This is an optimization exercise on Yosys and OpenROAD, whose aim is small area and a short achievable clock period, not a production implementation.
In this exercise RTL edits were held to simulation tests only and were not proved equivalent to the original.
In runs 1 to 6 the design's own scripts or RTL, not TritonCTS, make the clock network.
No driver is modelled on the clock port, so clock power and skew are understated where the tree is cut down; a real chip needs a root buffer or a tree.
No activity file was given, so power comes from the tool's default toggle rates.

==> flow/design.v (outline; a module is shown in full before it is edited, if it fits) <==
// module adder_top: 31 lines
// module Adder: 716 lines
// module AdderPgN: 4 lines
// module AdderHalf: 3 lines
// module AdderHalfN: 3 lines
// module AdderXor: 3 lines
// module AdderBlackP: 4 lines
// module AdderGreyP: 3 lines
// module AdderBlackN: 4 lines
// module AdderGreyN: 3 lines
// module AdderInv: 3 lines
module adder_top (
    input         clk,
    input  [63:0] a,
    input  [63:0] b,
    input         cin,
    output [63:0] sum,
    output        cout
);
  // ...
==> flow/flow/run.sh <==
#!/bin/bash
# Layout: the standard ORFS flow (standard.sh) with two changes:
#  - the input and output ports are buffered by buf_1 (buffer_ports -buffer_cell);
#  - after clock tree synthesis, flow/clocktree.tcl replaces the clock tree with
#    a two-level one (see its header); timing repair then runs after global
#    routing, on the new tree.
# make's full output goes to flow_make.log; each ORFS step logs to orfs/logs/.
set -euo pipefail
here=$(pwd)
# clock tree cells (read by flow/clocktree.tcl)
export CT_IN_ROOTS=3 CT_IN_LEAVES=9 CT_OUT_LEAVES=4
export CT_IN_CELL=sky130_fd_sc_hd__clkbuf_16
export CT_IN_LEAF_CELL=sky130_fd_sc_hd__clkbuf_8
export CT_MID_CELL=sky130_fd_sc_hd__clkbuf_2
export CT_OUT_CELL=sky130_fd_sc_hd__clkbuf_8
bash standard.sh \
  BUFFER_PORTS_ARGS="-buffer_cell sky130_fd_sc_hd__buf_1" \
  SKIP_CTS_REPAIR_TIMING=1 \
  POST_CTS_TCL="$here/flow/clocktree.tcl" \
  finish > flow_make.log 2>&1
==> flow/flow/clocktree.tcl <==
proc ct_env { name default } {
  if { [info exists ::env($name)] && $::env($name) ne "" } { return $::env($name) }
  return $default
}
set in_roots   [ct_env CT_IN_ROOTS 3]
set in_leaves  [ct_env CT_IN_LEAVES 9]
set in_cell    [ct_env CT_IN_CELL sky130_fd_sc_hd__clkbuf_16]
set in_leaf_cell [ct_env CT_IN_LEAF_CELL sky130_fd_sc_hd__clkbuf_16]
set mid_cell   [ct_env CT_MID_CELL sky130_fd_sc_hd__clkbuf_8]
set out_leaves [ct_env CT_OUT_LEAVES 4]
set out_cell   [ct_env CT_OUT_CELL sky130_fd_sc_hd__clkbuf_16]

# signal (or clock) input and output pins, leaving out the supply pins
proc ct_in { it } {
  set mt [$it getMTerm]
  return [expr { [$mt getSigType] in {SIGNAL CLOCK} && [$mt getIoType] eq "INPUT" }]
}
proc ct_out { it } {
  set mt [$it getMTerm]
  return [expr { [$mt getSigType] in {SIGNAL CLOCK} && [$mt getIoType] eq "OUTPUT" }]
}

set db [ord::get_db]
set block [ord::get_db_block]
set clk_net [[$block findBTerm clk] getNet]

# Walk the clock network: registers' clock pins are sinks; everything else on
# it (CTS buffers and its dummy loads) is removed.
set sinks {}
set old_insts {}
set old_nets {}
set todo [list $clk_net]
while { [llength $todo] } {
  set net [lindex $todo 0]
  set todo [lrange $todo 1 end]
  foreach it [$net getITerms] {
    if { ![ct_in $it] } { continue }
    set inst [$it getInst]
    set m [[$inst getMaster] getName]
    if { [string match "*df*" $m] } {
      lappend sinks $it
      continue
    }
    if { ![string match "*buf*" $m] && ![string match "*inv*" $m] } {
      error "unexpected cell $m ([$inst getName]) on the clock network"
    }
    if { [lsearch -exact $old_insts $inst] >= 0 } { continue }
    lappend old_insts $inst
    foreach ot [$inst getITerms] {
      if { [ct_out $ot] && [$ot getNet] ne "NULL" } {
        if { [string match "*inv*" $m] && [llength [[$ot getNet] getITerms]] > 1 } {
          error "inverter [$inst getName] drives a clock net"
        }
        lappend todo [$ot getNet]
        lappend old_nets [$ot getNet]
      }
    }
  }
}
puts "clocktree: [llength $sinks] register clock pins, removing [llength $old_insts] cells and [llength $old_nets] nets"
foreach it $sinks { $it disconnect }
foreach inst $old_insts { odb::dbInst_destroy $inst }
foreach net $old_nets { odb::dbNet_destroy $net }

proc ct_center { it } {
  set b [[$it getInst] getBBox]
  return [list [expr { ([$b xMin] + [$b xMax]) / 2 }] [expr { ([$b yMin] + [$b yMax]) / 2 }]]
}

# k-means clustering of clock pins by position, into k groups of similar size
proc ct_cluster { iterms k } {
  set pts {}
  foreach it $iterms { lappend pts [ct_center $it] }
  set n [llength $pts]
  # start from points spread along a sort by angle around the centroid
  set cx 0; set cy 0
  foreach p $pts { set cx [expr { $cx + [lindex $p 0] }]; set cy [expr { $cy + [lindex $p 1] }] }
  set cx [expr { double($cx) / $n }]; set cy [expr { double($cy) / $n }]
  set order {}
  set i 0
  foreach p $pts {
    lappend order [list $i [expr { atan2([lindex $p 1] - $cy, [lindex $p 0] - $cx) }]]
    incr i
  }
  set order [lsort -real -index 1 $order]
  set cap [expr { int(ceil(double($n) / $k)) }]
  set assign [lrepeat $n 0]
  set i 0
  foreach o $order {
    lset assign [lindex $o 0] [expr { $i / $cap }]
    incr i
  }
  for { set iter 0 } { $iter < 20 } { incr iter } {
    set sx [lrepeat $k 0.0]; set sy [lrepeat $k 0.0]; set sn [lrepeat $k 0]
    for { set i 0 } { $i < $n } { incr i } {
      set c [lindex $assign $i]
      lset sx $c [expr { [lindex $sx $c] + [lindex $pts $i 0] }]
      lset sy $c [expr { [lindex $sy $c] + [lindex $pts $i 1] }]
      lset sn $c [expr { [lindex $sn $c] + 1 }]
    }
    set cent {}
    for { set c 0 } { $c < $k } { incr c } {
      set m [expr { max(1, [lindex $sn $c]) }]
      lappend cent [list [expr { [lindex $sx $c] / $m }] [expr { [lindex $sy $c] / $m }]]
    }
    # balanced assignment: points in order of their best distance, capped per cluster
    set cand {}
    for { set i 0 } { $i < $n } { incr i } {
      for { set c 0 } { $c < $k } { incr c } {
        set d [expr { abs([lindex $pts $i 0] - [lindex $cent $c 0]) + abs([lindex $pts $i 1] - [lindex $cent $c 1]) }]
        lappend cand [list $i $c $d]
      }
    }
    set cand [lsort -real -index 2 $cand]
    set done [lrepeat $n 0]
    set cnt [lrepeat $k 0]
    foreach e $cand {
      lassign $e i c d
      if { [lindex $done $i] || [lindex $cnt $c] >= $cap } { continue }
      lset assign $i $c
      lset done $i 1
      lset cnt $c [expr { [lindex $cnt $c] + 1 }]
    }
  }
  set groups {}
  for { set c 0 } { $c < $k } { incr c } { lappend groups {} }
  for { set i 0 } { $i < $n } { incr i } {
    set c [lindex $assign $i]
    lset groups $c [concat [lindex $groups $c] [list [lindex $iterms $i]]]
  }
  return $groups
}

set ::ct_count 0
# a buffer of master cell driving a new net, placed at (x, y), input on net in_net
proc ct_buffer { cell in_net x y } {
  set db [ord::get_db]
  set block [ord::get_db_block]
  set master [$db findMaster $cell]
  if { $master eq "NULL" } { error "no cell $cell" }
  set inst [odb::dbInst_create $block $master "clktree_buf_$::ct_count"]
  set ::ct_last_inst $inst
  set net [odb::dbNet_create $block "clktree_net_$::ct_count"]
  incr ::ct_count
  $net setSigType CLOCK
  set w [$master getWidth]
  set h [$master getHeight]
  $inst setLocation [expr { int($x - $w / 2) }] [expr { int($y - $h / 2) }]
  $inst setPlacementStatus PLACED
  foreach it [$inst getITerms] {
    if { [ct_in $it] } { $it connect $in_net }
    if { [ct_out $it] } { $it connect $net }
  }
  return $net
}

proc ct_centroid { iterms } {
  set sx 0; set sy 0
  foreach it $iterms {
    lassign [ct_center $it] x y
    set sx [expr { $sx + $x }]; set sy [expr { $sy + $y }]
  }
  set n [llength $iterms]
  return [list [expr { $sx / $n }] [expr { $sy / $n }]]
}

set in_sinks {}
set out_sinks {}
foreach it $sinks {
  set n [[$it getInst] getName]
  if { [string match "sum_q*" $n] || [string match "cout_q*" $n] } {
    lappend out_sinks $it
  } else {
    lappend in_sinks $it
  }
}

# leaf buffers on clusters of registers; their input pins, clustered again, go
# to the root buffers.  Returns the leaf buffers' input pins.
proc ct_leaves { regs nleaves cell what } {
  set pins {}
  foreach g [ct_cluster $regs $nleaves] {
    lassign [ct_centroid $g] x y
    set net [odb::dbNet_create [ord::get_db_block] "clktree_tmp_$::ct_count"]
    set leafnet [ct_buffer $cell $net $x $y]
    foreach it $g { $it connect $leafnet }
    set inst $::ct_last_inst
    foreach it [$inst getITerms] {
      if { [ct_in $it] } { lappend pins $it }
    }
    puts "clocktree: $cell at ([expr {$x/1000.0}], [expr {$y/1000.0}]) drives [llength $g] $what registers"
  }
  return $pins
}
proc ct_drive { pins cell in_net } {
  lassign [ct_centroid $pins] x y
  set net [ct_buffer $cell $in_net $x $y]
  foreach it $pins {
    set old [$it getNet]
    $it disconnect
    if { $old ne "NULL" && [llength [$old getITerms]] == 0 } { odb::dbNet_destroy $old }
    $it connect $net
  }
  puts "clocktree: $cell at ([expr {$x/1000.0}], [expr {$y/1000.0}]) drives [llength $pins] buffers"
  return $net
}

set in_leaf_pins [ct_leaves $in_sinks $in_leaves $in_leaf_cell operand]
foreach g [ct_cluster $in_leaf_pins $in_roots] {
  ct_drive $g $in_cell $clk_net
}
set out_leaf_pins [ct_leaves $out_sinks $out_leaves $out_cell result]
ct_drive $out_leaf_pins $mid_cell $clk_net

global_connect
detailed_placement
check_placement -verbose
estimate_parasitics -placement
report_clock_skew
report_clock_latency
report_checks -path_delay max -digits 3
report_checks -path_delay max -to [all_outputs] -digits 3
report_worst_slack -max
report_worst_slack -min
==> flow/standard.sh <==
#!/bin/bash
# synth_recipe.tcl (not shown) runs the flow's synth.tcl, then flattens the netlist and writes it again
# the make line also repeats each setting of config.mk as NAME=value (left out here)
make -C /OpenROAD-flow-scripts/flow DESIGN_CONFIG=/design/flow/config.mk WORK_HOME=/design/flow/orfs CLKGATE_MAP_FILE= SYNTH_SCRIPT=/design/flow/synth_recipe.tcl "${@:-finish}"
==> flow/config.mk <==
export PLATFORM = sky130hd
export DESIGN_NAME = adder_top
export DESIGN_NICKNAME = adder_top
export VERILOG_FILES = /design/flow/design.v
export SDC_FILE = /design/flow/constraint.sdc
export NUM_CORES = 4
export LEC_CHECK = 0
export ABC_CLOCK_PERIOD_IN_PS = 1500
export CAP_MARGIN = 20
export CORE_MARGIN = 2
export CORE_UTILIZATION = 40
export PLACE_DENSITY = 0.6
export SETUP_SLACK_MARGIN = 1.3
export SLEW_MARGIN = 20
export SYNTH_HIERARCHICAL = 1
==> flow/constraint.sdc <==
create_clock -name core_clock -period 3.1 [get_ports {clk}]
set_input_delay 0.6200 -clock core_clock [delete_from_list [all_inputs] [get_ports {clk}]]
set_output_delay 0.6200 -clock core_clock [all_outputs]
set_load 0.01 [all_outputs]
==> impl_metrics.toml, run 1 <==
[route]
ant_nets = 0
vias = 5760
top_layer = "met4"
wl_met1_um = 7420

[hold_path]
holdPathStages = 1

[critical_path]
start_kind = "flop"
cp_max_fo = 1
r2r_end = "sum_q[46]$_DFF_P_"
reg2reg_depth = 9

[global_route]
grt_pass1_wl_um = 26200
grt_max_degree = 18
antenna_found_initial = 1

[floorplan]
start_util = 0.411
core_um2 = 18800

[power]
p_clk_frac = 0.249
p_leak_nw = 3.81
peakVddDrop_mv = 0.418

[sta]
clock-skew-final_ps = 276
report.final.hold_viol_count = 0

[yosys]
synth-xor-area-share = 0.0725
synth_most_common_cell = "dfxtp_1"
ys_top_cells_by_area = "dfxtp_1, a21oi_2, o21ai_2, xor2_1, nor2_1"
synth_seq_cells = 194
synthesis.nets = 933
syn-mean-instance-area_um2 = 9.63
yosysWarningCount = 7

[layout]
final_cell_mix = "dfxtp_1, buf_1, nand2_1"
antenna-diode-count = 1

[flow_run]
drv_cap = 0

[placement]
dp_worst_setup_slack_ps = 833
hpwl_um = 13900

[status]
outcome = "complete, no violations"
==> run 2: changes to the inputs <==
==> flow/flow/run.sh (replaced) <==
#!/bin/bash
# Layout: the standard ORFS flow (standard.sh) with these changes:
#  - the input and output ports are buffered by buf_1 (buffer_ports -buffer_cell),
#    and after clock tree synthesis flow/outbuf.tcl makes the output ones stronger;
#  - after clock tree synthesis, flow/clocktree.tcl replaces the clock tree with
#    a two-level one (see its header); timing repair then runs after global
#    routing, on the new tree.
# make's full output goes to flow_make.log; each ORFS step logs to orfs/logs/.
set -euo pipefail
here=$(pwd)
# clock tree cells (read by flow/clocktree.tcl)
export CT_IN_ROOTS=3 CT_IN_LEAVES=9 CT_OUT_LEAVES=4
export CT_IN_CELL=sky130_fd_sc_hd__clkbuf_16
export CT_IN_LEAF_CELL=sky130_fd_sc_hd__clkbuf_8
export CT_MID_CELL=sky130_fd_sc_hd__clkbuf_2
export CT_OUT_CELL=sky130_fd_sc_hd__clkbuf_16
# output port buffer (read by flow/outbuf.tcl)
export OUT_PORT_BUF=sky130_fd_sc_hd__buf_2
bash standard.sh \
  BUFFER_PORTS_ARGS="-buffer_cell sky130_fd_sc_hd__buf_1" \
  SKIP_CTS_REPAIR_TIMING=1 \
  POST_CTS_TCL="$here/flow/post_cts.tcl" \
  finish > flow_make.log 2>&1
==> flow/flow/outbuf.tcl (new file) <==
# Give the output ports a stronger buffer than the one buffer_ports put on
# every port (OUT_PORT_BUF, default buf_2): the path from the result
# registers to the outputs is one of the critical ones.
set ob_cell [expr { [info exists ::env(OUT_PORT_BUF)] ? $::env(OUT_PORT_BUF) : "sky130_fd_sc_hd__buf_2" }]
set ob_master [[ord::get_db] findMaster $ob_cell]
if { $ob_master eq "NULL" } { error "no cell $ob_cell" }
set ob_count 0
foreach bt [[ord::get_db_block] getBTerms] {
  if { [$bt getIoType] ne "OUTPUT" } { continue }
  set net [$bt getNet]
  foreach it [$net getITerms] {
    if { [[$it getMTerm] getIoType] ne "OUTPUT" } { continue }
    set inst [$it getInst]
    if { [string match "sky130_fd_sc_hd__buf_*" [[$inst getMaster] getName]] } {
      $inst swapMaster $ob_master
      incr ob_count
    }
  }
}
puts "outbuf: $ob_count output port buffers are now $ob_cell"
==> flow/flow/post_cts.tcl (new file) <==
# POST_CTS hook: stronger output port buffers, then the clock tree.
set post_cts_dir [file dirname [info script]]
source [file join $post_cts_dir outbuf.tcl]
source [file join $post_cts_dir clocktree.tcl]
--- a/flow/config.mk
+++ b/flow/config.mk
@@ -10,6 +10,6 @@
 export CORE_MARGIN = 2
 export CORE_UTILIZATION = 40
 export PLACE_DENSITY = 0.6
-export SETUP_SLACK_MARGIN = 1.3
+export SETUP_SLACK_MARGIN = 1.2
 export SLEW_MARGIN = 20
 export SYNTH_HIERARCHICAL = 1
==> impl_metrics.toml, run 2 <==
[status]
outcome = "complete, no violations"

[route]
drt_iter0_markers = 188
drc = 0
ant_nets = 0
wl_um = 17800
first_pass_iters = 4
routed_via_density = 4.47
routedWlPerCell_um = 13.9
vias = 5726

[sta]
setup_violations = 0
timing.final.crit_share = 0.592
slew_viol_final = 0
fmax_ghz = 0.545
clock-skew-final_ps = 298
period_needed_ps = 1830
report.final.hold_viol_count = 0
fin_setup_tns_ps = 0
maxSlewHeadroom = 0.740
rsz0062_at_grt = "true"
worst_pin_slew_ps = 388
fin_ws_ps = 1270

[yosys]
async_flop_share = 0
netlist_instances = 803
synth_largest_area_cell = "dfxtp_1"
synthesis.nets = 933
ys_dominant_reg_cell = "dfxtp_1"
synth_edf_count = 0
synth_cell_type_count = 10
syn-mean-instance-area_um2 = 9.63
synthesis.area_um2 = 7740
netlist_top_cells_count = "dfxtp_1, nor2_1, nand2_1, a21oi_2, o21ai_2"
ys_top_cells_by_area = "dfxtp_1, a21oi_2, o21ai_2, xor2_1, nor2_1"
yosysWarningCount = 7
synth_seq_cells = 194
synth_top_area_share = 0.502
synth_most_common_cell = "dfxtp_1"
yosysSeqAreaShare = 0.502

[placement]
dp_worst_setup_slack_ps = 623
dpl.cell_count = 1257
hpwl_um = 14300
placed_area_um2 = 8800
numPortBuffers = 194
gp_congestion = 0.837

[power]
powerDensity_nw_per_um2 = 592
power_mw = 5.54
peakVddDrop_mv = 0.377
p_leak_nw = 3.98

[cts]
cts.sink_count = 194
clkLatencyLatePin_ps = 580
cts.clk_slew.worst_paths_ps = 90

[layout]
layout-drive-gt1-share = 0.301
final_cell_mix = "dfxtp_1, buf_1, nor2_1"
largestRegisters = "a_q x64, b_q x64, sum_q x64"
stdcell_area_um2 = 9360
nFillCells = 1799
stdcell_count = 1281
fin_nets = 1152
multi_input_area_um2 = 3870
area_delta_synth_final_pct = 21.0
layout_commonest_cell = "dfxtp_1"
regArea_um2 = 3880

[critical_path]
critPathTopFamily = "compound AO/OA/AOI/OAI gates"
crit_arrival_ps = 2300
cp-end-kind = "flop"
cp_max_fo = 3
slowest_delay_ps = 320
worst-path-buf-inv = 0
slowest_stage = "dfxtp_1"
crit_chain = "nor2_1 > nor2_1 > a21oi_2 > o21ai_2 > a21oi_2 > o21ai_2 > a21oi_2 > o21ai_1 > xor2_1"
required_ps = 3570
crit_top_cell = "a21oi_2"
start_kind = "flop"
critPathKind = "reg -> reg"

[global_route]
grt.overflow.total = 0
antenna_found_initial = 1
grt_usage = 0.171
first_global_vias = 5601
grt_pass1_wl_um = 27100
grt_max_degree = 18

[hold_path]
hp-class = "reg -> reg"

[floorplan]
core_um2 = 18800
start_util = 0.411
rows = 50
die_w_um = 143
die_area_um2 = 20500
die_y_um = 143
pin_count = 195

[flow_run]
drv_cap = 0
[run 2: worst paths after layout]
path,endpoint,startpoint,slack (ps),cells after the start
min reg2reg,sum_q[0]$_DFF_P_,cin_q$_DFF_P_,170,1
max reg2reg,sum_q[54]$_DFF_P_,b_q[12]$_DFF_P_,1270,9
max,sum_q[54]$_DFF_P_,b_q[12]$_DFF_P_,1270,9
min,sum_q[0]$_DFF_P_,cin_q$_DFF_P_,170,1
[run 2: power by group]
part | switching, mW | internal (mW)
combinational | 0.727 | 0.478
clock | 0.819 | 0.668
sequential | 0.0895 | 2.76
total | 1.64 | 3.91
[run 2: per-layer routing]
layer,vias to the layer above,global-route usage,share of wire
li1,3046,-,-
met1,2530,0.204,0.43
met2,128,0.314,0.50
met3,22,0.0359,0.049
met4,0,0.0438,0.018
met5,-,0,0
[run 2: area by class of cell]
type / instances / area share
antenna: 1 / 0.000267
buffer: 17 / 0.0325
inverter: 31 / 0.0124
multi-input combinational: 578 / 0.414
sequential: 194 / 0.415
tap: 260 / 0.0348
timing repair buffer: 200 / 0.0913
[run 2: per-module statistics from Yosys, one instance, submodules excluded, a selection]
module       cell area [µm²]  cells  times used
adder_top               3880    194           1
AdderBlackP             12.5      2          54
AdderXor                8.76      1          64
AdderGreyP              8.76      1          32
AdderPgN                7.51      2          64
AdderHalfN              6.26      1          32
AdderGreyN              5.00      1          32
AdderInv                3.75      1          31
[run 2: kinds of logic (layout without fill, tap and decap cells)]
family          after synthesis  count (layout)  synth area share
simple gates                321             321             0.208
compound gates              193             193             0.203
xor+xnor                     64              64            0.0725
other cells                   0               1                 0
buf+inv                      31             248            0.0150
flops                       194             194             0.502
[run 2: through the flow]
| stage | hold slack (ps) | util |
|---|---|---|
| 2_1_floorplan | 431 | - |
| 3_3_place_gp | 444 | 0.468 |
| 3_5_place_dp | 450 | 0.468 |
| 5_1_grt | 179 | 0.497 |
| 6_report | 170 | 0.497 |
==> run 3: changes to the inputs <==
--- a/flow/config.mk
+++ b/flow/config.mk
@@ -10,6 +10,6 @@
 export CORE_MARGIN = 2
 export CORE_UTILIZATION = 40
 export PLACE_DENSITY = 0.6
-export SETUP_SLACK_MARGIN = 1.2
+export SETUP_SLACK_MARGIN = 1.4
 export SLEW_MARGIN = 20
 export SYNTH_HIERARCHICAL = 1
==> impl_metrics.toml, run 3 <==
[status]
outcome = "complete, no violations"

[layout]
layout-drive-gt1-share = 0.406
area_delta_synth_final_pct = 28.7
nFillCells = 1779
final_core_util = 0.529
antenna-diode-count = 0
layout_commonest_cell = "dfxtp_1"
fin_nets = 1161
final_cell_mix = "dfxtp_1, buf_1, nand2_1"
largestRegisters = "a_q x64, b_q x64, sum_q x64"

[yosys]
synthesis.nets = 933
synth_edf_count = 0
synth_seq_cells = 194
synth_top_area_share = 0.502
netlist_top_cells_count = "dfxtp_1, nor2_1, nand2_1, a21oi_2, o21ai_2"
ys_top_cells_by_area = "dfxtp_1, a21oi_2, o21ai_2, xor2_1, nor2_1"
netlist_instances = 803
synth_cell_type_count = 10
synth_most_common_cell = "dfxtp_1"
synth_largest_area_cell = "dfxtp_1"
syn-mean-instance-area_um2 = 9.63
yosysSeqAreaShare = 0.502
yosysWarningCount = 7
ys_dominant_reg_cell = "dfxtp_1"
async_flop_share = 0
synthesis.area_um2 = 7740

[floorplan]
start_util = 0.411
die_y_um = 143
die_w_um = 143
pin_count = 195
die_area_um2 = 20500
rows = 50
core_um2 = 18800

[sta]
worst_pin_slew_ps = 375
fin_ws_ps = 1420
hold_ws_ps = 195
maxSlewHeadroom = 0.749
slew_viol_final = 0
report.final.hold_viol_count = 0
clock-skew-final_ps = 297
fmax_ghz = 0.595
fin_setup_tns_ps = 0
timing.final.crit_share = 0.542
rsz0062_at_grt = "true"
period_needed_ps = 1680
setup_violations = 0

[global_route]
antenna_found_initial = 1
first_global_vias = 5661
grt_pass1_wl_um = 27500
grt_usage = 0.173
grt_max_degree = 18
grt.overflow.total = 0

[route]
met2_length_um = 9260
drt_iter0_markers = 163
wl_met1_um = 7780
first_pass_iters = 4
ant_nets = 0
drc = 0
routedWlPerCell_um = 14.2
wl_um = 18300
vias = 5827
dr_wl_met3_um = 980
top_layer = "met4"
routed_via_density = 4.52

[critical_path]
cp_max_fo = 3
crit_arrival_ps = 2120
cp-end-kind = "flop"
start_kind = "flop"
critPathKind = "reg -> reg"
required_ps = 3540
rrSetupSlack_ps = 1420

[hold_path]
hp-class = "reg -> reg"

[power]
powerDensity_nw_per_um2 = 573
p_seq_frac = 0.505
combinationalPowerShare = 0.231
power_switching_share = 0.303
p_sw_mw = 1.73
power_mw = 5.70
p_clk_frac = 0.264
p_int_mw = 3.98
peakVddDrop_mv = 0.376
p_leak_nw = 4.08

[cts]
clkLatencyLatePin_ps = 560
cts.sink_count = 194
cts.clk_slew.worst_paths_ps = 120

[placement]
hpwl_um = 14100
gp_congestion = 0.898
numPortBuffers = 194
dp_worst_setup_slack_ps = 962

[flow_run]
drv_cap = 0
## run 3: final cells by class
class | instances | area (µm²) | share of cell area
plain buffers | 17 | 304 | 0.0305
repair buffers | 209 | 922 | 0.0926
well taps | 260 | 325 | 0.0327
flip-flops and latches | 194 | 3900 | 0.392
inverters | 31 | 116 | 0.0117
multi-input cells | 578 | 4390 | 0.441
## run 3: cell families (layout without fill, tap and decap cells)
family          Yosys count  after routing  synth area share
buf+inv                  31            257            0.0150
flops                   194            194             0.502
simple gates            321            321             0.208
compound gates          193            193             0.203
xor+xnor                 64             64            0.0725
## run 3: power by group through the flow
stage | Clock, mW | Combinational [mW] | Sequential [mW]
floorplan | 0 | 0.702 | 3.00
global placement | 0 | 1.15 | 2.93
detailed placement | 0 | 1.15 | 2.92
global route | 1.66 | 1.44 | 2.91
finish | 1.50 | 1.32 | 2.88
## run 3: per-stage QoR
stage,cell area [µm²],instances
6_report,9960,1289
3_3_place_gp,8920,1257
2_1_floorplan,7870,803
3_5_place_dp,8920,1257
5_1_grt,9960,1289
## run 3: layer usage
metal,track usage,up-vias
met4,0.0438,0
met1,0.206,2614
li1,-,3059
met2,0.317,131
met5,0,-
met3,0.0342,23
## run 3: final timing paths
kind                  start                 to  cells after the start
max          b_q[8]$_DFF_P_  sum_q[52]$_DFF_P_                      9
min           cin_q$_DFF_P_   sum_q[0]$_DFF_P_                      1
max reg2reg  b_q[8]$_DFF_P_  sum_q[52]$_DFF_P_                      9
min reg2reg   cin_q$_DFF_P_   sum_q[0]$_DFF_P_                      1
## run 3: worst max-delay path, cell delays in order, from the launching register on
cell	delay, ps
dfxtp_1	340
nor2_2	190
o21ai_2	110
a21oi_2	220
o21ai_2	130
a21oi_2	250
o21ai_4	110
a21oi_4	200
o21ai_1	110
xor2_1	170
## run 3: per-module statistics from Yosys (local to each module, per instance), excerpt
module | cells inside | flip-flops and latches | cell area [µm²]
AdderHalfN | 1 | 0 | 6.26
AdderGreyP | 1 | 0 | 8.76
adder_top | 194 | 194 | 3880
AdderBlackP | 2 | 0 | 12.5
AdderXor | 1 | 0 | 8.76
AdderGreyN | 1 | 0 | 5.00
AdderPgN | 2 | 0 | 7.51
AdderBlackN | 2 | 0 | 12.5
AdderInv | 1 | 0 | 3.75
AdderHalf | 1 | 0 | 13.8
==> run 4: changes to the inputs <==
--- a/flow/config.mk
+++ b/flow/config.mk
@@ -10,6 +10,6 @@
 export CORE_MARGIN = 2
 export CORE_UTILIZATION = 40
 export PLACE_DENSITY = 0.6
-export SETUP_SLACK_MARGIN = 1.4
+export SETUP_SLACK_MARGIN = 1.3
 export SLEW_MARGIN = 20
 export SYNTH_HIERARCHICAL = 1
==> impl_metrics.toml, run 4 <==
[yosys]
ys_top_cells_by_area = "dfxtp_1, a21oi_2, o21ai_2, xor2_1, nor2_1"
syn-mean-instance-area_um2 = 9.63
synth_compound_area_frac = 0.203
netlist_top_cells_count = "dfxtp_1, nor2_1, nand2_1, a21oi_2, o21ai_2"
synth_edf_count = 0
synth_top_family_by_area = "simple AND/OR/NAND/NOR gates"
netlist_instances = 803
synth_largest_area_cell = "dfxtp_1"
synth-adder-area-share = 0
yosysWarningCount = 7
synth_top_area_share = 0.502
async_flop_share = 0
synth_seq_cells = 194
synth_cell_type_count = 10
synth_most_common_cell = "dfxtp_1"
synth-xor-area-share = 0.0725
synth.area.mux_share = 0
yosysSeqAreaShare = 0.502
ys_dominant_reg_cell = "dfxtp_1"
yosys.area_share.simple = 0.208
synthesis.nets = 933
synthesis.area_um2 = 7740

[power]
power_mw = 5.57
powerDensity_nw_per_um2 = 582
peakVddDrop_mv = 0.419
p_leak_nw = 4.01

[sta]
fin_setup_tns_ps = 0
timing.final.crit_share = 0.550
report.final.hold_viol_count = 0
worst_pin_slew_ps = 382
rsz0062_at_grt = "true"
period_needed_ps = 1700
clock-skew-final_ps = 296
maxSlewHeadroom = 0.744
fmax_ghz = 0.587
hold_ws_ps = 157
setup_violations = 0
slew_viol_final = 0

[floorplan]
rows = 50
die_y_um = 143
start_util = 0.411
die_w_um = 143
core_um2 = 18800
pin_count = 195
die_area_um2 = 20500

[critical_path]
crit_arrival_ps = 2150
critPathKind = "reg -> reg"
crit_chain = "nor2_2 > nor2_2 > a21oi_2 > o21ai_2 > a21oi_2 > o21ai_4 > a21oi_2 > o21ai_1 > xor2_1"
required_ps = 3550
cp_max_fo = 3
crit_end = "sum_q[54]$_DFF_P_"
r2r_end = "sum_q[54]$_DFF_P_"
slowest_stage = "dfxtp_1"
reg2reg_depth = 9
cp-end-kind = "flop"
worst-path-buf-inv = 0
start_kind = "flop"
slowest_delay_ps = 330
reg2reg_from = "b_q[12]$_DFF_P_"
critPathTopFamily = "compound AO/OA/AOI/OAI gates"
critPathLaunch = "b_q[12]$_DFF_P_"
crit_cells = 9
rrSetupSlack_ps = 1400
crit_top_cell = "a21oi_2"

[placement]
placed_area_um2 = 8830
gp_congestion = 0.862
numPortBuffers = 194
hpwl_um = 13900

[cts]
cts.sink_count = 194
cts.clk_slew.worst_paths_ps = 80
clkLatencyLatePin_ps = 560

[status]
outcome = "complete, no violations"

[layout]
stdcell_area_um2 = 9570
fin_nets = 1155
area_delta_synth_final_pct = 23.8
final_core_util = 0.508
largestRegisters = "a_q x64, b_q x64, sum_q x64"
final_cell_mix = "dfxtp_1, buf_1, nand2_1"
antenna-diode-count = 0
layout_commonest_cell = "dfxtp_1"
layout-drive-gt1-share = 0.349

[hold_path]
hp-class = "reg -> reg"

[route]
wl_um = 17400
ant_nets = 0
first_pass_iters = 4
routedWlPerCell_um = 13.6
vias = 5725
drc = 0
drt_iter0_markers = 203
routed_via_density = 4.46

[global_route]
antenna_found_initial = 0
grt_pass1_wl_um = 26100
grt_usage = 0.165
first_global_vias = 5474
grt_max_degree = 18
grt.overflow.total = 0

[flow_run]
drv_cap = 0
==> run 4: kinds of logic (layout without fill, tap and decap cells) <==
family,after synthesis,in the layout
xor gates and xnor gates,64,64
AOI/OAI and AO/OA,193,193
DFF,194,194
buffers and inverters,31,251
and+or+nand+nor,321,321
==> run 4: where the power goes <==
| group | switching [mW] | internal [mW] |
|---|---|---|
| registers | 0.102 | 2.76 |
| logic | 0.741 | 0.500 |
| clock network | 0.799 | 0.668 |
| total | 1.64 | 3.93 |
==> run 4: how the worst min path moves through the flow <==
| stage | from | end | slack (ps) | cells past startpoint |
|---|---|---|---|---|
| 3_5_place_dp | cin_q$_DFF_P_ | sum_q[0]$_DFF_P_ | 450 | 1 |
| 6_report | cin_q$_DFF_P_ | sum_q[0]$_DFF_P_ | 160 | 1 |
| 2_1_floorplan | cin_q$_DFF_P_ | sum_q[0]$_DFF_P_ | 430 | 1 |
| 3_3_place_gp | cin_q$_DFF_P_ | sum_q[0]$_DFF_P_ | 440 | 1 |
| 5_1_grt | cin_q$_DFF_P_ | sum_q[0]$_DFF_P_ | 180 | 1 |
==> run 4: through the flow <==
step                      setup slack, ps  instances
final                                1400       1283
after global routing                 1270       1283
after detailed placement              833       1257
after global placement                868       1257
after floorplan                      1290        803
==> run 4: layout make-up <==
cell class / count / area [µm²]
repair buffers: 203 / 877
plain buffers: 17 / 304
well taps: 260 / 325
flip-flops and latches: 194 / 3880
multi-input cells: 578 / 4070
fillers: 1802 / 9260
inverters: 31 / 116
==> run 4: layer usage <==
metal	up-vias	GRT usage	part of all wire	routed length (µm)
li1	3051	-	-	-
met1	2504	0.194	0.42	7360
met2	139	0.295	0.50	8640
met3	31	0.0332	0.052	900
met4	0	0.0610	0.029	499
met5	-	0	0	0
==> run 4: per-module statistics from Yosys, one instance, submodules excluded, a selection <==
| module | cells | cell area (µm²) |
|---|---|---|
| AdderBlackN | 2 | 12.5 |
| AdderBlackP | 2 | 12.5 |
| AdderGreyN | 1 | 5.00 |
| AdderGreyP | 1 | 8.76 |
| AdderHalf | 1 | 13.8 |
| AdderHalfN | 1 | 6.26 |
| AdderInv | 1 | 3.75 |
| AdderPgN | 2 | 7.51 |
| AdderXor | 1 | 8.76 |
| adder_top | 194 | 3880 |
==> run 5: changes to the inputs <==
--- a/flow/config.mk
+++ b/flow/config.mk
@@ -5,7 +5,7 @@
 export SDC_FILE = /design/flow/constraint.sdc
 export NUM_CORES = 4
 export LEC_CHECK = 0
-export ABC_CLOCK_PERIOD_IN_PS = 1500
+export ABC_CLOCK_PERIOD_IN_PS = 100000
 export CAP_MARGIN = 20
 export CORE_MARGIN = 2
 export CORE_UTILIZATION = 40
==> impl_metrics.toml, run 5 <==
[layout]
layout-drive-gt1-share = 0.349
antenna-diode-count = 0
fin_nets = 1155
area_delta_synth_final_pct = 23.8
largestRegisters = "a_q x64, b_q x64, sum_q x64"
final_core_util = 0.508
layout_commonest_cell = "dfxtp_1"
final_cell_mix = "dfxtp_1, buf_1, nand2_1"

[route]
routed_via_density = 4.46
ant_nets = 0
vias = 5725
drt_iter0_markers = 203
wl_um = 17400
routedWlPerCell_um = 13.6
drc = 0
first_pass_iters = 4

[power]
p_sw_mw = 1.64
power_switching_share = 0.295
p_leak_nw = 4.01
p_int_mw = 3.93
p_clk_frac = 0.263
combinationalPowerShare = 0.223
peakVddDrop_mv = 0.419
powerDensity_nw_per_um2 = 582
p_seq_frac = 0.514

[global_route]
met3_usage = 0.0332
first_global_vias = 5474
antenna_found_initial = 0
grt_pass1_wl_um = 26100
use_met1 = 0.194
grt_usage = 0.165
top_usage_layer = "met2"
use_met2 = 0.295
grt_max_degree = 18
grt.overflow.total = 0

[sta]
maxSlewHeadroom = 0.744
clock-skew-final_ps = 296
fmax_ghz = 0.587
report.final.hold_viol_count = 0
timing.final.crit_share = 0.550
setup_violations = 0
fin_ws_ps = 1400
period_needed_ps = 1700
worst_pin_slew_ps = 382
fin_setup_tns_ps = 0
slew_viol_final = 0
rsz0062_at_grt = "true"

[yosys]
async_flop_share = 0
syn-mean-instance-area_um2 = 9.63
yosysSeqAreaShare = 0.502
yosysWarningCount = 7
synth_top_area_share = 0.502
synth_seq_cells = 194
synthesis.nets = 933
synthesis.area_um2 = 7740
ys_dominant_reg_cell = "dfxtp_1"
synth_edf_count = 0
synth_most_common_cell = "dfxtp_1"
netlist_top_cells_count = "dfxtp_1, nor2_1, nand2_1, a21oi_2, o21ai_2"
synth_cell_type_count = 10
netlist_instances = 803
synth_largest_area_cell = "dfxtp_1"
ys_top_cells_by_area = "dfxtp_1, a21oi_2, o21ai_2, xor2_1, nor2_1"

[cts]
clkLatencyLatePin_ps = 560
cts.clk_slew.worst_paths_ps = 80
cts.sink_count = 194

[placement]
gp_congestion = 0.862
dp_worst_setup_slack_ps = 833
numPortBuffers = 194
hpwl_um = 13900

[floorplan]
pin_count = 195
die_area_um2 = 20500
start_util = 0.411
rows = 50
core_um2 = 18800
die_y_um = 143
die_w_um = 143

[critical_path]
cp_max_fo = 3
critPathLaunch = "b_q[12]$_DFF_P_"
start_kind = "flop"
crit_end = "sum_q[54]$_DFF_P_"
required_ps = 3550
r2r_end = "sum_q[54]$_DFF_P_"
slowest_stage = "dfxtp_1"
crit_chain = "nor2_2 > nor2_2 > a21oi_2 > o21ai_2 > a21oi_2 > o21ai_4 > a21oi_2 > o21ai_1 > xor2_1"
reg2reg_from = "b_q[12]$_DFF_P_"
rrSetupSlack_ps = 1400
crit_arrival_ps = 2150
cp-end-kind = "flop"
slowest_delay_ps = 330
reg2reg_depth = 9
critPathKind = "reg -> reg"
crit_top_cell = "a21oi_2"
crit_cells = 9
worst-path-buf-inv = 0
critPathTopFamily = "compound AO/OA/AOI/OAI gates"

[flow_run]
drv_cap = 0

[status]
outcome = "complete, no violations"

[hold_path]
hp-class = "reg -> reg"
-- run 5: cell counts in the layout (fill, tap and decap cells not counted) --
Identical to the previous run, type by type.
-- run 5: Yosys stat by module (local to each module, per instance), excerpt --
module       cells  flops+latches  times used
AdderInv         1              0          31
adder_top      194            194           1
AdderBlackN      2              0          75
AdderGreyP       1              0          32
AdderPgN         2              0          64
AdderXor         1              0          64
AdderHalf        1              0          32
AdderGreyN       1              0          32
AdderHalfN       1              0          32
AdderBlackP      2              0          54
-- run 5: stage by stage --
stage	total power [mW]	hold WS (ps)	area, µm²	instances
global placement	4.04	442	8830	1257
finish	5.57	157	9570	1283
global route	5.86	175	9570	1283
detailed placement	4.05	445	8830	1257
floorplan	3.68	431	7780	803
-- run 5: cell type report --
cell class	instances	area [µm²]
fillers	1802	9260
multi-input cells	578	4070
flip-flops and latches	194	3880
repair buffers	203	877
well taps	260	325
plain buffers	17	304
inverters	31	116
-- run 5: logic make-up (layout without fill, tap and decap cells) --
| logic type | count (synthesis) | count (layout) | synth area share |
|---|---|---|---|
| and+or+nand+nor | 321 | 321 | 0.208 |
| DFF | 194 | 194 | 0.502 |
| AOI/OAI and AO/OA | 193 | 193 | 0.203 |
| xor gates and xnor gates | 64 | 64 | 0.0725 |
| buffers and inverters | 31 | 251 | 0.0150 |
-- run 5: worst min path at each step --
stage	from	endpoint	slack, ps	cells after the start
after floorplan	cin_q$_DFF_P_	sum_q[0]$_DFF_P_	430	1
after global placement	cin_q$_DFF_P_	sum_q[0]$_DFF_P_	440	1
after detailed placement	cin_q$_DFF_P_	sum_q[0]$_DFF_P_	450	1
after global routing	cin_q$_DFF_P_	sum_q[0]$_DFF_P_	180	1
final	cin_q$_DFF_P_	sum_q[0]$_DFF_P_	160	1
-- run 5: metal layers --
| layer | routed length (µm) | up-vias |
|---|---|---|
| met5 | 0 | - |
| met4 | 499 | 0 |
| met3 | 900 | 31 |
| met2 | 8640 | 139 |
| met1 | 7360 | 2504 |
| li1 | - | 3051 |
-- run 5: worst register-to-register path: stages, from the launching register on --
cell	delay [ps]
dfxtp_1	330
nor2_2	220
nor2_2	100
a21oi_2	210
o21ai_2	120
a21oi_2	230
o21ai_4	120
a21oi_2	260
o21ai_1	130
xor2_1	170
-- run 5: power by group through the flow --
stage	Combinational [mW]	Clock (mW)	Sequential, mW
after floorplan	0.683	0	3.00
after global placement	1.12	0	2.92
after detailed placement	1.13	0	2.92
after global routing	1.36	1.62	2.89
final	1.24	1.47	2.87
==> run 6: changes to the inputs <==
--- a/flow/flow/run.sh
+++ b/flow/flow/run.sh
@@ -1,5 +1,7 @@
 #!/bin/bash
 # Layout: the standard ORFS flow (standard.sh) with these changes:
+#  - after floorplanning, flow/downsize.tcl sets every logic gate to its
+#    smallest drive strength (timing repair later upsizes what it needs);
 #  - the input and output ports are buffered by buf_1 (buffer_ports -buffer_cell),
 #    and after clock tree synthesis flow/outbuf.tcl makes the output ones stronger;
 #  - after clock tree synthesis, flow/clocktree.tcl replaces the clock tree with
@@ -18,6 +20,7 @@
 export OUT_PORT_BUF=sky130_fd_sc_hd__buf_2
 bash standard.sh \
   BUFFER_PORTS_ARGS="-buffer_cell sky130_fd_sc_hd__buf_1" \
+  POST_FLOORPLAN_TCL="$here/flow/downsize.tcl" \
   SKIP_CTS_REPAIR_TIMING=1 \
   POST_CTS_TCL="$here/flow/post_cts.tcl" \
   finish > flow_make.log 2>&1
==> flow/flow/downsize.tcl (new file) <==
# POST_FLOORPLAN hook: synthesis maps each small helper module of the adder
# once, at whatever drive strength ABC picks, and every instance inherits it.
# Start all logic gates from the smallest drive strength of their kind
# instead; timing repair after placement and routing upsizes the ones on
# critical paths.  Registers and tie cells are left alone.
set db [ord::get_db]
set ds_count 0
foreach inst [[ord::get_db_block] getInsts] {
  set m [[$inst getMaster] getName]
  if { ![regexp {^(sky130_fd_sc_hd__(?:a21oi|o21ai|nand2|nor2|nand2b|nor2b|xor2|xnor2|inv|and2|or2|a21o|o21a|a21boi|o21bai))_([0-9]+)$} $m -> base size] } { continue }
  if { $size == 1 } { continue }
  set small [$db findMaster "${base}_1"]
  if { $small eq "NULL" } { continue }
  $inst swapMaster $small
  incr ds_count
}
puts "downsize: $ds_count logic gates set to drive strength 1"
--- a/flow/config.mk
+++ b/flow/config.mk
@@ -5,7 +5,7 @@
 export SDC_FILE = /design/flow/constraint.sdc
 export NUM_CORES = 4
 export LEC_CHECK = 0
-export ABC_CLOCK_PERIOD_IN_PS = 100000
+export ABC_CLOCK_PERIOD_IN_PS = 1500
 export CAP_MARGIN = 20
 export CORE_MARGIN = 2
 export CORE_UTILIZATION = 40
==> impl_metrics.toml, run 6 <==
[power]
powerDensity_nw_per_um2 = 618
p_leak_nw = 3.64
peakVddDrop_mv = 0.383
power_mw = 5.41

[layout]
largestRegisters = "a_q x64, b_q x64, sum_q x64"
layout_commonest_cell = "dfxtp_1"
layout-drive-gt1-share = 0.176
fin_nets = 1154
final_cell_mix = "dfxtp_1, buf_1, nand2_1"
final_core_util = 0.466
stdcell_count = 1283
area_delta_synth_final_pct = 13.3
stdcell_area_um2 = 8770

[global_route]
antenna_found_initial = 1
grt_pass1_wl_um = 26700
grt_usage = 0.169
grt_max_degree = 18
grt.overflow.total = 0
first_global_vias = 5511

[yosys]
synth_most_common_cell = "dfxtp_1"
netlist_instances = 803
ys_top_cells_by_area = "dfxtp_1, a21oi_2, o21ai_2, xor2_1, nor2_1"
ys_dominant_reg_cell = "dfxtp_1"
yosysWarningCount = 7
yosysSeqAreaShare = 0.502
synth_top_area_share = 0.502
netlist_top_cells_count = "dfxtp_1, nor2_1, nand2_1, a21oi_2, o21ai_2"
synth_cell_type_count = 10
synthesis.area_um2 = 7740
synthesis.nets = 933
synth_largest_area_cell = "dfxtp_1"
synth_edf_count = 0
async_flop_share = 0
synth_seq_cells = 194
syn-mean-instance-area_um2 = 9.63

[cts]
clkLatencyLatePin_ps = 560
cts.sink_count = 194
cts.clk_slew.worst_paths_ps = 90

[critical_path]
critPathKind = "reg -> reg"
start_kind = "flop"
required_ps = 3540
cp_max_fo = 6
cp-end-kind = "flop"
crit_arrival_ps = 2240

[floorplan]
die_w_um = 143
core_um2 = 18800
rows = 50
die_y_um = 143
die_area_um2 = 20500
pin_count = 195
start_util = 0.411

[sta]
maxSlewHeadroom = 0.761
worst_pin_slew_ps = 359
period_needed_ps = 1800
timing.final.crit_share = 0.581
setup_violations = 0
report.final.hold_viol_count = 0
slew_viol_final = 0
rsz0062_at_grt = "true"
fmax_ghz = 0.556
clock-skew-final_ps = 288
fin_setup_tns_ps = 0

[status]
outcome = "complete, no violations"

[route]
wl_um = 18300
routedWlPerCell_um = 14.2
routed_via_density = 4.55
ant_nets = 0
drc = 0
first_pass_iters = 4
drt_iter0_markers = 285
vias = 5840

[hold_path]
hp-class = "reg -> reg"

[placement]
numPortBuffers = 194
dpl.cell_count = 1258
placed_area_um2 = 7950
gp_congestion = 0.946
hpwl_um = 14100

[flow_run]
drv_cap = 0
-- run 6: cell types whose count changed in the layout (fill, tap and decap cells not counted), sizes merged --
cell,change
diode,+1
buf,-1
-- run 6: layout make-up --
cell class                 count  area, µm²
inverter                      31        116
tap                          260        325
fill                        1928      10100
antenna                        1       2.50
multi-input combinational    578       3270
sequential                   194       3880
timing repair buffer         202        870
buffer                        17        304
-- run 6: per-layer routing --
layer | GRT usage | vias to the layer above | wire, µm
li1 | - | 3041 | -
met1 | 0.219 | 2611 | 8270
met2 | 0.278 | 158 | 8410
met3 | 0.0366 | 30 | 1160
met4 | 0.0552 | 0 | 407
met5 | 0 | - | 0
-- run 6: critical path: stages (launching register included) --
cell and delay [ps]:
dfxtp_1 320, nor2_1 250, o21ai_4 140, a21oi_4 250
inv_1 110, a21oi_2 230, o21ai_2 130, a21oi_2 240
o21ai_1 130, xor2_1 170
-- run 6: report_power, final --
part	switching, mW	total [mW]	internal (mW)	leakage [nW]
Clock	0.799	1.47	0.668	0.155
Sequential	0.0972	2.86	2.76	1.64
Combinational	0.667	1.09	0.421	1.85
-- run 6: logic make-up after synthesis --
| kind of cell | synth area share |
|---|---|
| buf+inv | 0.0150 |
| simple gates | 0.208 |
| flops | 0.502 |
| compound gates | 0.203 |
| xor+xnor | 0.0725 |
-- run 6: worst paths after layout --
| kind | start | endpoint | slack, ps | depth (start not counted) |
|---|---|---|---|---|
| worst max-delay path | b_q[0]$_DFF_P_ | sum_q[60]$_DFF_P_ | 1300 | 9 |
| worst min-delay path | cin_q$_DFF_P_ | sum_q[0]$_DFF_P_ | 180 | 1 |
| worst max register to register | b_q[0]$_DFF_P_ | sum_q[60]$_DFF_P_ | 1300 | 9 |
| worst min register to register | cin_q$_DFF_P_ | sum_q[0]$_DFF_P_ | 180 | 1 |
-- run 6: metrics by stage --
stage / hold slack [ps] / setup WS [ps]
global route: 197 / 1190
finish: 183 / 1300
global placement: 441 / 645
floorplan: 431 / 1290
detailed placement: 448 / 510
-- run 6: per-module statistics from Yosys (local to each module, per instance), excerpt --
| module | flops+latches | cell area (µm²) | copies in the design |
|---|---|---|---|
| AdderHalfN | 0 | 6.26 | 32 |
| AdderPgN | 0 | 7.51 | 64 |
| adder_top | 194 | 3880 | 1 |
| AdderGreyN | 0 | 5.00 | 32 |
| AdderBlackP | 0 | 12.5 | 54 |
| AdderInv | 0 | 3.75 | 31 |
| AdderHalf | 0 | 13.8 | 32 |
| AdderXor | 0 | 8.76 | 64 |
| AdderGreyP | 0 | 8.76 | 32 |
| AdderBlackN | 0 | 12.5 | 75 |
==> run 7: changes to the inputs <==
==> flow/flow/run.sh (replaced) <==
#!/bin/bash
# Layout: the standard ORFS flow with two changes:
#  - the input and output ports are buffered by buf_1 (buffer_ports -buffer_cell)
#  - after clock tree synthesis, flow/skew.tcl gives the result registers a
#    later clock (useful skew on the register-to-register adder path); timing
#    repair then runs after global routing, with the skew in place.
set -euo pipefail
here=$(pwd)
bash standard.sh \
  BUFFER_PORTS_ARGS="-buffer_cell sky130_fd_sc_hd__buf_1" \
  SKIP_CTS_REPAIR_TIMING=1 \
  POST_CTS_TCL="$here/flow/skew.tcl" \
  finish > flow_make.log 2>&1
==> flow/flow/skew.tcl (new file) <==
# POST_CTS hook: give the result registers (sum_q, cout_q) a later clock than
# the operand registers, so the adder path between them gets more of the
# cycle.  Every result register's clock pin is moved from its leaf clock net
# onto a new net driven by a delay buffer hung on that same leaf net.
set skew_cell sky130_fd_sc_hd__clkbuf_4
set block [ord::get_db_block]
set master [[ord::get_db] findMaster $skew_cell]
if { $master == "NULL" } { error "no master $skew_cell" }
set groups [dict create]
foreach inst [$block getInsts] {
  set n [$inst getName]
  if { [string match "sum_q*" $n] || [string match "cout_q*" $n] } {
    set it [$inst findITerm CLK]
    set net [$it getNet]
    dict lappend groups [$net getName] $it
  }
}
set k 0
foreach netname [dict keys $groups] {
  set net [$block findNet $netname]
  set iterms [dict get $groups $netname]
  set newnet [odb::dbNet_create $block "clk_late_$k"]
  $newnet setSigType CLOCK
  set buf [odb::dbInst_create $block $master "clk_late_buf_$k"]
  set sx 0
  set sy 0
  foreach it $iterms {
    set b [[$it getInst] getBBox]
    set sx [expr { $sx + ([$b xMin] + [$b xMax]) / 2 }]
    set sy [expr { $sy + ([$b yMin] + [$b yMax]) / 2 }]
    $it disconnect
    $it connect $newnet
  }
  set n [llength $iterms]
  $buf setLocation [expr { $sx / $n }] [expr { $sy / $n }]
  $buf setPlacementStatus PLACED
  foreach it [$buf getITerms] {
    set mt [$it getMTerm]
    if { [$mt getSigType] == "POWER" || [$mt getSigType] == "GROUND" } { continue }
    if { [$mt getIoType] == "INPUT" } { $it connect $net }
    if { [$mt getIoType] == "OUTPUT" } { $it connect $newnet }
  }
  puts "skew: $netname -> clk_late_$k ($n result registers)"
  incr k
}
global_connect
detailed_placement
check_placement -verbose
estimate_parasitics -placement
report_clock_skew
report_checks -path_delay max -digits 3
report_checks -path_delay max -to [all_outputs] -digits 3
report_worst_slack -max
report_worst_slack -min
--- a/flow/config.mk
+++ b/flow/config.mk
@@ -5,10 +5,12 @@
 export SDC_FILE = /design/flow/constraint.sdc
 export NUM_CORES = 4
 export LEC_CHECK = 0
+export ABC_AREA = 1
 export ABC_CLOCK_PERIOD_IN_PS = 1500
 export CAP_MARGIN = 20
 export CORE_MARGIN = 2
 export CORE_UTILIZATION = 40
+export CTS_BUF_LIST = sky130_fd_sc_hd__clkbuf_8
 export PLACE_DENSITY = 0.6
 export SETUP_SLACK_MARGIN = 1.3
 export SLEW_MARGIN = 20
removed: flow/flow/clocktree.tcl
removed: flow/flow/downsize.tcl
removed: flow/flow/outbuf.tcl
removed: flow/flow/post_cts.tcl
==> impl_metrics.toml, run 7 <==
[global_route]
grt_pass1_wl_um = 30300
antenna_found_initial = 0
grt_usage = 0.178
grt.overflow.total = 0
first_global_vias = 6510
grt_max_degree = 17

[floorplan]
core_um2 = 20300
die_area_um2 = 21900
start_util = 0.409
rows = 52
die_y_um = 148
die_w_um = 148
pin_count = 195

[hold_path]
hp-class = "in -> reg"

[layout]
layout-drive-gt1-share = 0.308
antenna-diode-count = 0
fin_nets = 1503
stdcell_count = 1656
layout_commonest_cell = "nand2_1"
area_delta_synth_final_pct = 32.0
largestRegisters = "a_q x64, b_q x64, sum_q x64"
final_cell_mix = "nand2_1, inv_1, buf_1"

[critical_path]
cp-end-kind = "flop"
critPathKind = "reg -> reg"
crit_arrival_ps = 2280
slowest_delay_ps = 340
cp_max_fo = 3
required_ps = 3630
crit_chain = "nor2_4 > o21ai_4 > a21oi_2 > o21ai_4 > a21oi_2 > o21ai_4 > buf_4 > a21oi_2 > inv_1 > nand2_1 > nand2_1"
critPathTopFamily = "compound AO/OA/AOI/OAI gates"
start_kind = "flop"
worst-path-buf-inv = 2
slowest_stage = "dfxtp_1"

[yosys]
synth.area.mux_share = 0
synth_top_area_share = 0.468
yosysSeqAreaShare = 0.468
ys_top_cells_by_area = "dfxtp_1, nand2_1, inv_1, a21oi_2, o21ai_2"
synth_edf_count = 0
synth-xor-area-share = 0
synth-adder-area-share = 0
synthesis.area_um2 = 8300
synth_most_common_cell = "nand2_1"
synth_top_family_by_area = "simple AND/OR/NAND/NOR gates"
yosys.area_share.simple = 0.242
netlist_instances = 1123
yosysWarningCount = 7
ys_dominant_reg_cell = "dfxtp_1"
synth_seq_cells = 194
synthesis.nets = 1253
synth_compound_area_frac = 0.189
syn-mean-instance-area_um2 = 7.39
async_flop_share = 0
netlist_top_cells_count = "nand2_1, inv_1, dfxtp_1, nor2_1, a21oi_2"
synth_largest_area_cell = "dfxtp_1"
synth_cell_type_count = 8

[status]
outcome = "complete, no violations"

[cts]
cts.sink_count = 194
clkLatencyLatePin_ps = 630
cts.clk_slew.worst_paths_ps = 90
tritoncts = "yes"

[sta]
fin_setup_tns_ps = 0
setup_violations = 0
timing.final.crit_share = 0.566
fmax_ghz = 0.570
clock-skew-final_ps = 186
fin_ws_ps = 1350
period_needed_ps = 1750
rsz0062_at_grt = "true"
slew_viol_final = 0
report.final.hold_viol_count = 0
worst_pin_slew_ps = 343
maxSlewHeadroom = 0.771

[route]
drt_iter0_markers = 214
drc = 0
routedWlPerCell_um = 12.2
routed_via_density = 4.35
vias = 7199
ant_nets = 0
first_pass_iters = 5
wl_um = 20200

[power]
powerDensity_nw_per_um2 = 578
peakVddDrop_mv = 0.309
p_leak_nw = 5.19

[placement]
dpl.cell_count = 1587
gp_congestion = 0.860
dp_worst_setup_slack_ps = 835
numPortBuffers = 194
hpwl_um = 15600

[flow_run]
drv_cap = 0
## run 7: cell types whose count changed after synthesis, sizes merged
cell and delta:
nor2b -32, nand2 +224, xor2 -64, nand2b -32, nor2 +32, inv +192
## run 7: worst paths after layout
check                      start                 to  slack (ps)  depth (start not counted)
setup / recovery  b_q[6]$_DFF_P_  sum_q[18]$_DFF_P_        1350                         11
hold / removal             b[32]    b_q[32]$_DFF_P_         230                          1
setup reg to reg  b_q[6]$_DFF_P_  sum_q[18]$_DFF_P_        1350                         11
hold reg to reg    cin_q$_DFF_P_   sum_q[0]$_DFF_P_         310                          2
## run 7: cell type report, without the clock buffers
cell class | count | area (µm²)
Buffer | 16 | 120
Clock inverter | 15 | 204
Fill cell | 1957 | 9350
Inverter | 223 | 837
Multi-Input combinational cell | 706 | 4410
Sequential cell | 194 | 3900
Tap cell | 270 | 338
Timing Repair Buffer | 215 | 907
## run 7: where the power goes
group	switching [mW]	internal [mW]	leakage, nW
registers	0.102	2.72	1.64
logic	0.873	0.489	3.25
clock network	1.01	1.12	0.301
## run 7: routing by layer
| layer | track usage | vias to the layer above | routed length [µm] |
|---|---|---|---|
| met5 | 0 | - | 0 |
| met4 | 0.0476 | 0 | 163 |
| met3 | 0.0392 | 10 | 695 |
| met2 | 0.319 | 117 | 10400 |
| met1 | 0.215 | 3178 | 8980 |
| li1 | - | 3894 | - |
## run 7: Yosys stat by module, one instance, submodules excluded, excerpt
module / area [µm²] / times used / cells inside
AdderPgN: 7.51 / 64 / 2
AdderXor: 18.8 / 64 / 5
AdderGreyP: 8.76 / 32 / 1
AdderBlackN: 12.5 / 75 / 2
AdderHalfN: 7.51 / 32 / 2
adder_top: 3880 / 1 / 194
AdderHalf: 10.0 / 32 / 2
## run 7: kinds of logic after synthesis
| family | count (synthesis) |
|---|---|
| and+or+nand+nor | 513 |
| buffers and inverters | 223 |
| AOI/OAI and AO/OA | 193 |
| DFF | 194 |
## run 7: through the flow
| stage | area, µm² | util | hold slack [ps] | power, mW |
|---|---|---|---|---|
| floorplan | 8330 | - | 442 | 3.66 |
| global placement | 9400 | 0.463 | 451 | 4.00 |
| detailed placement | 9400 | 0.463 | 460 | 4.01 |
| global route | 11000 | 0.539 | 206 | 6.68 |
| finish | 11000 | 0.539 | 234 | 6.33 |

port drivers added, routing unchanged:
Ports are ideal in the flow. The routed layouts listed here were re-timed in OpenROAD.
Step 1: set_driving_cell puts a clkbuf_16 on clk and a buf_2 on each other input, an assumption about the parent block.
Step 2 also shifts input and output timing later by t, the mid clock arrival at the registers, as if the neighbouring blocks saw the same clock.
a / b / c = no drivers / after step 1 / after step 2; a / b = the first two.
run | t, ns | setup WS [ns] | worst hold slack (ns) | worst setup path after step 2 | worst register clock-pin slew, ns
run 1 | 0.491 | 1.391 / 1.309 / 1.391 | 0.167 / 0.168 / 0.168 | register to register | 0.12 / 0.12
run 2 | 0.510 | 1.265 / 1.265 / 1.265 | 0.170 / 0.171 / 0.171 | register to register | 0.09 / 0.09
run 3 | 0.490 | 1.419 / 1.364 / 1.419 | 0.195 / 0.195 / 0.195 | register to register | 0.12 / 0.12
run 4 | 0.498 | 1.395 / 1.332 / 1.395 | 0.157 / 0.157 / 0.157 | register to register | 0.09 / 0.09
run 5 | 0.498 | 1.395 / 1.332 / 1.395 | 0.157 / 0.157 / 0.157 | register to register | 0.09 / 0.09
run 6 | 0.497 | 1.300 / 1.300 / 1.300 | 0.183 / 0.184 / 0.184 | register to register | 0.10 / 0.10
run 7 | 0.580 | 1.346 / 1.321 / 1.346 | 0.234 / 0.214 / 0.310 | register to register | 0.09 / 0.09
After both steps every run listed still meets setup and hold.
